From an optimization exercise on the open Yosys and OpenROAD flow, aimed at small area and a short achievable clock period; shortcuts taken in it are not production practice.
The RTL was checked by simulation tests, not by an equivalence proof against the original design.

File: design/flow/design.v
module mbox(
 			 clk,
  			 rst,
  			 op1,
  			 op2,
  			 mdsel,
			 out  			 
);
  parameter XLEN = 32;
  input logic clk;
  input logic rst;
  input logic [(XLEN/2)-1:0] op1;
  input logic [(XLEN/2)-1:0] op2;
  input logic mdsel;
  output logic [XLEN-1:0] out;
  always @(posedge clk) begin
    if(rst) 
      out <= 0;
    else if(mdsel == 0)
      out <= op1 * op2;
    else if(op2 == 0)
      out <= {XLEN{1'b1}};
    else
      out <= op1 / op2;
  end
endmodule
File: design/flow/run.sh
#!/bin/bash
# synth_recipe.tcl (not shown) runs the flow's synth.tcl, then flattens the netlist and writes it again
# the make line also repeats each setting of config.mk as NAME=value (left out here)
make -C /OpenROAD-flow-scripts/flow DESIGN_CONFIG=/design/flow/config.mk WORK_HOME=/design/flow/orfs CLKGATE_MAP_FILE= SYNTH_SCRIPT=/design/flow/synth_recipe.tcl finish
File: design/flow/config.mk
export PLATFORM = sky130hd
export DESIGN_NAME = mbox
export DESIGN_NICKNAME = mbox
export VERILOG_FILES = /design/flow/design.v
export SDC_FILE = /design/flow/constraint.sdc
export NUM_CORES = 4
export LEC_CHECK = 0
export CAP_MARGIN = 20
export CORE_MARGIN = 2
export CORE_UTILIZATION = 40
export SLEW_MARGIN = 20
File: design/flow/constraint.sdc
create_clock -name core_clock -period 125.0 [get_ports {clk}]
set_input_delay 25.0000 -clock core_clock [delete_from_list [all_inputs] [get_ports {clk}]]
set_output_delay 25.0000 -clock core_clock [all_outputs]
set_load 0.01 [all_outputs]
==> flow_metrics.py, run 1 <==
metrics = {
    "critical_path": {
        "crit_start": "op2[0]",
        "crit_type": "input pin to flip-flop",
        "cp.required_ps": 125180,
        "cp_max_fo": 32,
        "startpoint_type": "input pin",
        "crit_cells": 413,
        "path_buf_inv": 15,
        "slowest_stage": "or4b_2",
        "cpPeakStageDelay_ps": 600,
        "worst_ep_arrival_time_ps": 118240,
        "end_kind": "flip-flop",
        "cp_common_cell": "o21a_1",
        "cpLargestDelayFamily": "compound AO/OA/AOI/OAI gates",
    },
    "global_route": {
        "grt_usage": 0.2455,
        "grt_pass1_vias": 29380,
        "grt_pass1_wl_um": 158300,
        "antenna_found_initial": 2,
        "grt_max_degree": 43,
        "grt_overflow_total": 0,
    },
    "detailed_routing": {
        "drc_errors": 0,
        "drt_iter0_drc": 2229,
        "wl_per_cell_um": 18.97,
        "wl_um": 99530,
        "vias": 30850,
        "dr.pass1.iters": 6,
        "postRouteAntennaNets": 0,
        "viasPerCell": 5.880,
    },
    "clock_network": {
        "cts_buffer_depth": 2,
        "h-tree-depth": 2,
        "ctsRootBufferMaster": "clkbuf_16",
        "hold_buffers": 0,
        "cts_sinks": 32,
        "cts_tree": "yes",
        "clkTransAtPathRegs_ps": 70,
        "numCtsBuffers": 5,
    },
    "outcome": {
        "status": "finished clean",
    },
    "placed_design": {
        "gp_congestion": 0.9738,
        "place_area_um2": 32880,
        "dp.cells": 5229,
        "dp_hpwl_um": 76540,
        "post-place-ws_ps": 1599,
        "io_buffer_count": 66,
    },
    "yosys": {
        "syn_area_um2": 31100,
        "postSynthCellCount": 4199,
        "synthArstFlopShare": 0,
        "yosys_warnings": 1,
        "ys_ff_latch": 32,
        "postSynthAreaPerCell_um2": 7.406,
        "seq_area_frac_synth": 0.02060,
        "synth_top_flop_cell": "dfxtp_1",
        "synth-edff-count": 0,
        "synthDistinctLibCells": 128,
    },
    "sta": {
        "finalSetupTns_ps": 0,
        "min_period_ps": 118070,
        "hold_slack_ps": 25560,
        "hold_viol_final": 0,
        "finalWorstSetupSlack_ps": 6934,
        "finalSetupViolations": 0,
        "fmax_mhz": 8.470,
        "maxSlewViolCount": 0,
        "fin_crit_sh": 0.9445,
        "tightest_slew_ps": 1083,
        "relSlewSlack": 0.2667,
    },
    "cells_and_area": {
        "stdcell_count": 5246,
        "layout-drive-gt1-share": 0.08633,
        "regMostFlops": "out",
        "fin_nets": 4933,
        "regArea_um2": 640.6,
        "reg.largest.list": "out: 32 flops",
        "largest_register_ffs": 32,
        "design_area_um2": 33370,
        "multi_input_area_um2": 28910,
        "area_delta_synth_final_pct": 7.307,
        "n_fill_cell": 7955,
    },
    "worst_hold_path": {
        "min_from": "rst",
        "hold_path_class": "input pin to flip-flop",
        "holdPathStages": 3,
    },
    "die": {
        "initial_core_util": 0.4027,
        "die_x_um": 282.8,
        "ioPinCount": 67,
        "die_y_um": 282.8,
        "rows": 102,
        "design.die.area_um2": 79990,
        "core_um2": 77210,
    },
    "run": {
        "cap_violations": 0,
    },
}
-- cell usage in the layout (no fill, tap or decap), types with 33 or more instances in the layout --
master	n
clkdlybuf4s50_1	66
o22ai_1	33
a211oi_1	53
or2_2	76
nor2_1	393
xor2_1	70
a21o_1	85
o211ai_1	47
nor3_1	219
o31ai_1	71
inv_1	301
buf_4	69
mux2_2	79
o21a_1	186
a31oi_1	39
nand3_1	56
or3_1	40
nand2_1	445
fa_1	194
and2_1	82
a21oi_1	275
xnor2_1	129
ha_1	500
o21ai_0	127
-- worst paths after layout --
kind                       endpoint  slack, ps
setup / recovery  out[0]$_SDFF_PP0_       6930
hold / removal    out[6]$_SDFF_PP0_      25560
-- cells by family after synthesis --
| group | Yosys count | synth area share |
|---|---|---|
| xor gates and xnor gates | 199 | 0.05605 |
| other | 1 | 0.0001206 |
| and+or+nand+nor | 1530 | 0.2366 |
| DFF | 32 | 0.02060 |
| buffers and inverters | 463 | 0.06044 |
| adders and majority gates | 695 | 0.3264 |
| muxes | 108 | 0.03822 |
| AOI/OAI and AO/OA | 1171 | 0.2615 |
-- synthesized netlist by cell type, types with 16 or more instances --
cell type | instances | share of area
mux2i_1 | 25 | 0.0080
and2_1 | 82 | 0.016
nand2_1 | 450 | 0.054
o22ai_1 | 33 | 0.0066
o21a_1 | 188 | 0.045
nand3_1 | 56 | 0.0090
nand2b_1 | 30 | 0.0060
clkbuf_1 | 106 | 0.013
fa_1 | 194 | 0.12
xor2_1 | 70 | 0.020
nor4_1 | 31 | 0.0062
a31oi_1 | 40 | 0.0080
mux2_2 | 79 | 0.029
o21bai_1 | 31 | 0.0075
dfxtp_1 | 32 | 0.021
xnor2_1 | 129 | 0.036
ha_1 | 500 | 0.20
a211o_1 | 20 | 0.0056
o31ai_1 | 75 | 0.018
nor3_1 | 219 | 0.035
o211ai_1 | 47 | 0.011
nor2_1 | 401 | 0.048
a211oi_1 | 53 | 0.013
or2_2 | 77 | 0.015
and3_1 | 21 | 0.0042
buf_4 | 16 | 0.0039
o21ai_0 | 127 | 0.020
a21oi_1 | 278 | 0.045
inv_1 | 303 | 0.037
nand4_1 | 23 | 0.0046
or3_1 | 40 | 0.0080
nor2b_1 | 28 | 0.0056
a21o_1 | 85 | 0.021
-- what timing repair did --
action / in CTS / in global routing
resized for setup: 0 / 54
setup endpoints to repair: 0 / 2
setup buffers: 0 / 5
-- layout make-up --
cell class	instances	area share
inverters	308	0.03465
clock buffers	7	0.004575
clock inverters	1	0.0008999
well taps	1040	0.03900
flip-flops and latches	32	0.01920
diodes	1	0.00007499
multi-input cells	3722	0.8663
repair buffers	135	0.03532
-- metrics by stage --
| stage | util |
|---|---|
| 2_1_floorplan | - |
| 3_3_place_gp | 0.4259 |
| 3_5_place_dp | 0.4259 |
| 4_1_cts | 0.4283 |
| 5_1_grt | 0.4322 |
| 6_report | 0.4322 |
-- metal layers --
layer  vias to the layer above  routed length, um  GRT usage
li1                      15170                  -          -
met4                         0               2569    0.06254
met1                     14700              47190     0.3444
met2                       848              44500     0.4079
met5                         -                  0          0
met3                       132               5259    0.01605
==> run 2: changes to the inputs <==
==> design/flow/design.v (replaced) <==
module mbox(
  clk,
  rst,
  op1,
  op2,
  mdsel,
  out
);
  parameter XLEN = 32;
  localparam N = XLEN/2;
  input logic clk;
  input logic rst;
  input logic [N-1:0] op1;
  input logic [N-1:0] op2;
  input logic mdsel;
  output logic [XLEN-1:0] out;
  logic [N:0]   ms [0:N-1];    
  logic [N-1:0] mc [0:N-1];    
  logic [XLEN-1:0] prod;
  genvar i, j, k;
  generate
    for (j = 0; j < N; j = j + 1) begin : g_r0
      assign ms[0][j] = op1[j] & op2[0];
      assign mc[0][j] = 1'b0;
    end
    assign ms[0][N] = 1'b0;
    for (i = 1; i < N; i = i + 1) begin : g_row
      assign ms[i][N] = 1'b0;
      for (j = 0; j < N; j = j + 1) begin : g_col
        logic a, b, c;
        assign a = op1[j] & op2[i];
        assign b = ms[i-1][j+1];
        assign c = mc[i-1][j];
        assign ms[i][j] = a ^ b ^ c;
        assign mc[i][j] = (a & b) | (c & (a | b));
      end
    end
    for (i = 0; i < N; i = i + 1) begin : g_plo
      assign prod[i] = ms[i][0];
    end
    logic [N:0] fc;
    assign fc[0] = 1'b0;
    for (j = 0; j < N; j = j + 1) begin : g_fin
      logic a, b;
      assign a = ms[N-1][j+1];
      assign b = mc[N-1][j];
      assign prod[N+j] = a ^ b ^ fc[j];
      assign fc[j+1] = (a & b) | (fc[j] & (a | b));
    end
  endgenerate
  logic [N:0] hz;
  assign hz[N] = 1'b1;
  generate
    for (j = N-1; j >= 0; j = j - 1) begin : g_hz
      assign hz[j] = hz[j+1] & ~op2[j];
    end
  endgenerate
  logic [N-1:0] quo;
  logic [N-1:0] rem [0:N];     
  assign rem[0] = '0;
  generate
    for (k = N-1; k >= 0; k = k - 1) begin : g_div
      localparam W = N - k;
      logic [W-1:0] t, d;
      logic [W:0] cy;
      if (W > 1) begin : g_t
        assign t = {rem[W-1][W-2:0], op1[k]};
      end else begin : g_t1
        assign t = op1[k];
      end
      assign cy[0] = 1'b1;
      for (j = 0; j < W; j = j + 1) begin : g_bit
        logic nb;
        assign nb = ~op2[j];
        assign d[j] = t[j] ^ nb ^ cy[j];
        assign cy[j+1] = (t[j] & nb) | (cy[j] & (t[j] | nb));
      end
      assign quo[k] = hz[W] & cy[W];
      if (k > 0) begin : g_rem
        assign rem[W] = {{(N-W){1'b0}}, (quo[k] ? d : t)};
      end else begin : g_last
        assign rem[W] = '0;
      end
    end
  endgenerate
  logic [XLEN-1:0] divres;
  assign divres = {{N{hz[0]}}, quo};
  always @(posedge clk) begin
    if (rst)
      out <= 0;
    else if (mdsel == 0)
      out <= prod;
    else
      out <= divres;
  end
endmodule
==> run 2 against run 1 <==
Against the previous run:
- critical endpoint unchanged
- clock-buffer cell count unchanged
- first-iteration DRC count decreased by 78%
- maximum frequency increased by 52%
- still clean on timing, DRC and antenna
- final area decreased by 58%
- synthesized area decreased by 59%
- worst hold slack got worse by 29 ps
- cell count decreased by 65%
- highest routed layer unchanged
- utilization increased by 1.0 points
==> flow_metrics.py, run 2 <==
metrics = {
    "die": {
        "rows": 65,
        "die_x_um": 182.1,
        "design.die.area_um2": 33170,
        "core_um2": 31390,
        "die_y_um": 182.1,
        "initial_core_util": 0.4043,
        "ioPinCount": 67,
    },
    "global_route": {
        "grt_overflow_total": 0,
        "grt_pass1_wl_um": 57410,
        "grt_max_degree": 48,
        "grt_pass1_vias": 10780,
        "grt_usage": 0.2202,
        "antenna_found_initial": 0,
    },
    "sta": {
        "maxSlewViolCount": 0,
        "hold_viol_final": 0,
        "fmax_mhz": 12.89,
        "rsz0062_at_grt": "no",
        "finalSetupTns_ps": 0,
        "fin_crit_sh": 0.6205,
        "finalWorstSetupSlack_ps": 47440,
        "hold_slack_ps": 25530,
        "min_period_ps": 77560,
        "finalSetupViolations": 0,
        "tightest_slew_ps": 876.0,
        "relSlewSlack": 0.4106,
    },
    "cells_and_area": {
        "largest_register_ffs": 32,
        "final_common_cell": "fa_1",
        "mostFrequentLayoutCells": "322 x fa_1, 287 x nor2_1, 161 x inv_1",
        "layout-drive-gt1-share": 0.05215,
        "antenna_cells": 0,
        "regMostFlops": "out",
        "fin_nets": 1828,
        "post-route-util": 0.4422,
        "area_delta_synth_final_pct": 9.365,
        "reg.largest.list": "out: 32 flops",
    },
    "yosys": {
        "yosys_warnings": 4,
        "postSynthAreaPerCell_um2": 9.053,
        "yosys-top-cells-area": "fa_1 51%, nor2_1 8.5%, ha_1 5.2%",
        "synth-edff-count": 0,
        "synth_area_leader_cell": "fa_1",
        "synth_top_area_share": 0.5079,
        "syn_area_um2": 12690,
        "synthArstFlopShare": 0,
        "ys_ff_latch": 32,
        "seq_area_frac_synth": 0.05047,
        "synth.top_cells.by_count": "322 x fa_1, 287 x nor2_1, 161 x inv_1",
        "yosysMostFrequentCell": "fa_1",
        "synth_top_flop_cell": "dfxtp_1",
        "synthDistinctLibCells": 85,
        "postSynthCellCount": 1402,
    },
    "critical_path": {
        "cp_common_cell": "fa_1",
        "cp.required_ps": 125110,
        "crit_type": "input pin to flip-flop",
        "worst_ep_arrival_time_ps": 77670,
        "cp_max_fo": 25,
        "slowest_stage": "clkdlybuf4s50_1",
        "end_kind": "flip-flop",
        "startpoint_type": "input pin",
        "cpPeakStageDelay_ps": 780,
    },
    "clock_network": {
        "hold_buffers": 0,
        "h-tree-depth": 2,
        "cts_sinks": 32,
        "postCtsSetupRepairBufs": 0,
        "ctsRootBufferMaster": "clkbuf_16",
        "ctsResizeCount": 0,
        "clkTransAtPathRegs_ps": 50,
        "cts_buffer_depth": 2,
        "numCtsBuffers": 5,
        "cts_tree": "yes",
    },
    "run": {
        "cap_violations": 0,
    },
    "detailed_routing": {
        "drt_iter0_drc": 489,
        "drc_errors": 0,
        "wl_per_cell_um": 18.76,
        "dr_wl_met3_um": 1398,
        "postRouteAntennaNets": 0,
        "viasPerCell": 5.441,
        "highest_layer": "met4",
        "wl_um": 34160,
        "wl_met1_um": 14360,
        "vias": 9908,
        "dr.pass1.iters": 5,
        "dr_wl_met2_um": 17350,
    },
    "placed_design": {
        "gp_congestion": 0.8568,
        "post-place-ws_ps": 47510,
        "io_buffer_count": 66,
        "dp_hpwl_um": 27790,
    },
    "outcome": {
        "status": "finished clean",
    },
    "worst_hold_path": {
        "hold_path_class": "input pin to flip-flop",
    },
}
run 2: cell types whose count changed after synthesis, moves of 104 or more:
cell     previous run  this run
o21a_1            188         3
fa_1              194       322
ha_1              500        53
nand2_1           450       129
nor3_1            219        13
nor2_1            401       287
o21ai_0           127        23
xnor2_1           129         3
inv_1             303       161
a21oi_1           278        66
run 2: metrics by stage:
step / cell area [um^2] / instances
after floorplan: 12690 / 1402
after global placement: 13700 / 1813
after detailed placement: 13700 / 1813
after CTS: 13880 / 1821
after global routing: 13880 / 1821
final: 13880 / 1821
run 2: per-layer routing:
layer	track usage	vias up
met5	0	-
met4	0.06323	0
met3	0.02215	52
met2	0.3899	232
met1	0.2877	5164
li1	-	4460
run 2: kinds of logic (layout without fill, tap and decap cells):
kind of cell               count (synthesis)  in the layout  share of synthesized area
AOI/OAI and AO/OA                        187            187                    0.09898
and+or+nand+nor                          527            527                     0.1844
xor gates and xnor gates                   7              7                   0.004831
buffers and inverters                    244            261                    0.07610
muxes                                     25             25                    0.02090
adders and majority gates                380            380                     0.5643
DFF                                       32             32                    0.05047
run 2: cell type report:
| class | instances | area [um^2] |
|---|---|---|
| timing repair buffer | 92 | 855.8 |
| fill | 3103 | 17510 |
| multi-input combinational | 1126 | 11090 |
| inverter | 161 | 604.3 |
| clock buffer | 7 | 152.6 |
| tap | 402 | 503.0 |
| sequential | 32 | 640.6 |
| clock inverter | 1 | 30.03 |
run 2: path summary, 6_finish.rpt:
| path | start | endpoint | depth (start not counted) |
|---|---|---|---|
| worst max-delay path | op2[14] | out[0]$_SDFF_PP0_ | 196 |
| worst min-delay path | rst | out[3]$_SDFF_PP0_ | 3 |
run 2: critical path: cells and delay by family:
| kind | cells | cell delay (ps) |
|---|---|---|
| mux | 4 | 1530 |
| fa+ha+maj | 103 | 34830 |
| compound gates | 22 | 3650 |
| buf+inv | 35 | 3580 |
| simple gates | 32 | 9070 |
==> run 3: changes to the inputs <==
==> design/flow/design.v (replaced) <==
module mbox(
  clk,
  rst,
  op1,
  op2,
  mdsel,
  out
);
  parameter XLEN = 32;
  localparam N = XLEN/2;
  input logic clk;
  input logic rst;
  input logic [N-1:0] op1;
  input logic [N-1:0] op2;
  input logic mdsel;
  output logic [XLEN-1:0] out;
  logic [N:0]   msn [0:N-1];   
  logic [N-1:0] mcn [0:N-1];   
  logic [XLEN-1:0] prodn;
  genvar i, j, k;
  generate
    for (j = 0; j < N; j = j + 1) begin : g_r0
      assign msn[0][j] = ~(op1[j] & op2[0]);
      assign mcn[0][j] = 1'b1;
    end
    assign msn[0][N] = 1'b1;
    for (i = 1; i < N; i = i + 1) begin : g_row
      assign msn[i][N] = 1'b1;
      for (j = 0; j < N; j = j + 1) begin : g_col
        logic a, b, c;
        assign a = ~(op1[j] & op2[i]);
        assign b = msn[i-1][j+1];
        assign c = mcn[i-1][j];
        assign msn[i][j] = a ^ b ^ c;
        assign mcn[i][j] = (a & b) | (c & (a | b));
      end
    end
    for (i = 0; i < N; i = i + 1) begin : g_plo
      assign prodn[i] = msn[i][0];
    end
    logic [N:0] fcn;
    assign fcn[0] = 1'b1;
    for (j = 0; j < N; j = j + 1) begin : g_fin
      logic a, b;
      assign a = msn[N-1][j+1];
      assign b = mcn[N-1][j];
      assign prodn[N+j] = a ^ b ^ fcn[j];
      assign fcn[j+1] = (a & b) | (fcn[j] & (a | b));
    end
  endgenerate
  logic [N:0] hz;
  assign hz[N] = 1'b1;
  generate
    for (j = N-1; j >= 0; j = j - 1) begin : g_hz
      assign hz[j] = hz[j+1] & ~op2[j];
    end
  endgenerate
  logic [N-1:0] quo;
  logic [N-1:0] rem [0:N];     
  assign rem[0] = '0;
  generate
    for (k = N-1; k >= 0; k = k - 1) begin : g_div
      localparam W = N - k;
      logic [W-1:0] t, dx;
      logic [W:0] cy;
      if (W > 1) begin : g_t
        assign t = {rem[W-1][W-2:0], op1[k]};
      end else begin : g_t1
        assign t = op1[k];
      end
      assign cy[0] = 1'b1;
      for (j = 0; j < W; j = j + 1) begin : g_bit
        logic nb;
        assign nb = ~op2[j];
        assign dx[j] = nb ^ cy[j];
        assign cy[j+1] = (t[j] & nb) | (cy[j] & (t[j] | nb));
      end
      assign quo[k] = hz[W] & cy[W];
      if (k > 0) begin : g_rem
        assign rem[W] = {{(N-W){1'b0}}, (t ^ ({W{quo[k]}} & dx))};
      end else begin : g_last
        assign rem[W] = '0;
      end
    end
  endgenerate
  logic [XLEN-1:0] divres;
  assign divres = {{N{hz[0]}}, quo};
  always @(posedge clk) begin
    if (rst)
      out <= 0;
    else if (mdsel == 0)
      out <= ~prodn;
    else
      out <= divres;
  end
endmodule
--- a/design/flow/config.mk
+++ b/design/flow/config.mk
@@ -5,6 +5,7 @@
 export SDC_FILE = /design/flow/constraint.sdc
 export NUM_CORES = 4
 export LEC_CHECK = 0
+export ABC_AREA = 1
 export CAP_MARGIN = 20
 export CORE_MARGIN = 2
 export CORE_UTILIZATION = 40
==> run 3 against run 2 <==
Against the previous run:
- clock-buffer cell count shrank 2
- final area increased by 14%
- critical path depth down 17
- highest routed layer unchanged
- utilization down 1.9 points
- global-route usage is 1.6 points lower
- synthesized area grew 19%
- sequential share of layout area decreased by 0.57 points
- worst hold slack got worse by 120 ps
- routed wire length up 10%
- still clean on timing, DRC and antenna
==> flow_metrics.py, run 3 <==
metrics = {
    "run": {
        "cap_violations": 0,
    },
    "detailed_routing": {
        "vias": 12950,
        "wl_um": 37710,
        "postRouteAntennaNets": 0,
        "dr.pass1.iters": 5,
        "drc_errors": 0,
        "viasPerCell": 4.790,
        "drt_iter0_drc": 682,
        "wl_per_cell_um": 13.95,
    },
    "critical_path": {
        "cp_max_fo": 20,
        "slowest_stage": "clkdlybuf4s50_1",
        "crit_type": "input pin to flip-flop",
        "cp.required_ps": 125250,
        "startpoint_type": "input pin",
        "end_kind": "flip-flop",
        "cpPeakStageDelay_ps": 870,
        "worst_ep_arrival_time_ps": 43270,
        "cp_common_cell": "nand3_2",
    },
    "global_route": {
        "grt_pass1_wl_um": 64720,
        "grt_pass1_vias": 13280,
        "grt_usage": 0.2039,
        "antenna_found_initial": 0,
        "grt_overflow_total": 0,
        "grt_max_degree": 46,
    },
    "yosys": {
        "synth.top_cells.by_count": "672 x nand2_1, 478 x inv_1, 224 x fa_1",
        "synthArstFlopShare": 0,
        "synth_top_flop_cell": "dfxtp_1",
        "synth_area_leader_cell": "fa_1",
        "seq_area_frac_synth": 0.04255,
        "postSynthAreaPerCell_um2": 6.816,
        "synth-edff-count": 0,
        "postSynthCellCount": 2209,
        "yosys_warnings": 4,
        "syn_area_um2": 15060,
        "synth_top_area_share": 0.2978,
        "ys_ff_latch": 32,
        "yosysMostFrequentCell": "nand2_1",
        "yosys-top-cells-area": "fa_1 30%, nand2_1 17%, inv_1 12%",
        "synthDistinctLibCells": 52,
    },
    "die": {
        "ioPinCount": 67,
        "design.die.area_um2": 39210,
        "die_x_um": 198.0,
        "die_y_um": 198.0,
        "rows": 71,
        "core_um2": 37400,
        "initial_core_util": 0.4026,
    },
    "sta": {
        "maxSlewViolCount": 0,
        "hold_viol_final": 0,
        "finalSetupTns_ps": 0,
        "relSlewSlack": 0.2695,
        "rsz0062_at_grt": "no",
        "finalSetupViolations": 0,
        "fmax_mhz": 23.25,
        "fin_crit_sh": 0.3441,
        "hold_slack_ps": 25410,
        "min_period_ps": 43020,
        "tightest_slew_ps": 1092,
        "finalWorstSetupSlack_ps": 81980,
    },
    "placed_design": {
        "dp_hpwl_um": 29730,
        "io_buffer_count": 66,
        "gp_congestion": 0.8845,
        "place_area_um2": 15670,
        "post-place-ws_ps": 81810,
    },
    "cells_and_area": {
        "fin_nets": 2467,
        "antenna_cells": 0,
        "area_delta_synth_final_pct": 5.193,
        "layout-drive-gt1-share": 0.1167,
        "regMostFlops": "out",
        "largest_register_ffs": 32,
        "reg.largest.list": "out: 32 flops",
        "mostFrequentLayoutCells": "672 x nand2_1, 478 x inv_1, 224 x fa_1",
        "final_common_cell": "nand2_1",
        "design_area_um2": 15840,
    },
    "clock_network": {
        "cts_sinks": 32,
        "cts_tree": "yes",
        "h-tree-depth": 2,
        "numCtsBuffers": 5,
        "clkTransAtPathRegs_ps": 80,
        "ctsRootBufferMaster": "clkbuf_16",
        "postCtsSetupRepairBufs": 0,
        "cts_buffer_depth": 2,
        "ctsResizeCount": 0,
        "hold_buffers": 0,
    },
    "outcome": {
        "status": "finished clean",
    },
    "worst_hold_path": {
        "hold_path_class": "input pin to flip-flop",
    },
}
==> run 3: cell types whose count changed after synthesis, sizes merged, moves of 15 or more <==
| cell | before | now |
|---|---|---|
| nand2 | 129 | 748 |
| inv | 161 | 511 |
| nand3 | 11 | 237 |
| nor2 | 288 | 86 |
| fa | 322 | 224 |
| xor2 | 4 | 82 |
| ha | 53 | 16 |
| nand4 | 5 | 36 |
| a21oi | 67 | 39 |
| clkbuf | 42 | 63 |
| nand2b | 18 | 0 |
| mux2i | 16 | 0 |
| nor3 | 15 | 0 |
==> run 3: path summary, 6_finish.rpt <==
kind | cells past startpoint | startpoint | slack (ps) | end
worst max-delay path | 179 | op2[14] | 81980 | out[0]$_SDFF_PP0_
worst min-delay path | 6 | op2[0] | 25410 | out[0]$_SDFF_PP0_
==> run 3: stage by stage <==
step,cells,util
after floorplan,2209,-
after global placement,2696,0.4191
after detailed placement,2696,0.4191
after CTS,2704,0.4236
after global routing,2704,0.4235
final,2704,0.4235
==> run 3: cell families after synthesis <==
| kind of cell | synth area share |
|---|---|
| AOI/OAI and AO/OA | 0.03382 |
| xor gates and xnor gates | 0.05800 |
| adders and majority gates | 0.3111 |
| buffers and inverters | 0.1900 |
| DFF | 0.04255 |
| and+or+nand+nor | 0.3645 |
==> run 3: cell type report <==
type | count | area (um^2)
well taps | 511 | 639.4
clock buffers | 5 | 125.1
multi-input cells | 1549 | 11550
fillers | 3896 | 21560
inverters | 519 | 2049
repair buffers | 85 | 783.3
flip-flops and latches | 32 | 640.6
clock inverters | 3 | 46.29
==> run 3: worst max-delay path, delay by kind of cell <==
family,cells,cell delay (ps)
and+or+nand+nor,147,13700
xor gates and xnor gates,7,1380
buffers and inverters,22,2540
AOI/OAI and AO/OA,3,610
==> run 3: routing by layer <==
metal  global-route usage  vias to the layer above  share of wire
met5                    0                        -              0
met4              0.07018                        0          0.032
met3              0.01192                       68          0.026
met2               0.3842                      218           0.52
met1               0.2453                     6229           0.43
li1                     -                     6436              -

==> separate check: timing with driven ports <==
Ports are ideal in the flow. The routed layouts listed here were re-timed in OpenROAD.
Step 1 sets driving cells, clkbuf_16 on the clock port and buf_2 on the other inputs (assumed; they add their load-dependent delay and slew).
Step 2 times the ports against the registers' clock, not the clock port: input delays grow and output delays shrink by t, the midpoint of the rising clock arrivals with the driver on.
Slacks: no drivers / after step 1 / after step 2; pairs: no drivers / after step 1.
run | t (ns) | setup slack, ns | worst hold slack (ns) | worst setup path at the end | cell pins on the clock port's net
run 1 | 0.363 | 6.934 / 6.965 / 6.602 | 25.560 / 25.531 / 25.751 | input to register | 1
run 2 | 0.307 | 47.439 / 47.449 / 47.142 | 25.530 / 25.520 / 25.750 | input to register | 1
run 3 | 0.346 | 81.983 / 82.001 / 81.655 | 25.406 / 25.382 / 25.728 | input to register | 1
After both steps setup and hold are still met in every run listed. For run 1, which loses most, drivers alone change the setup slack by +0.031 ns; drivers and shift together by -0.332 ns.
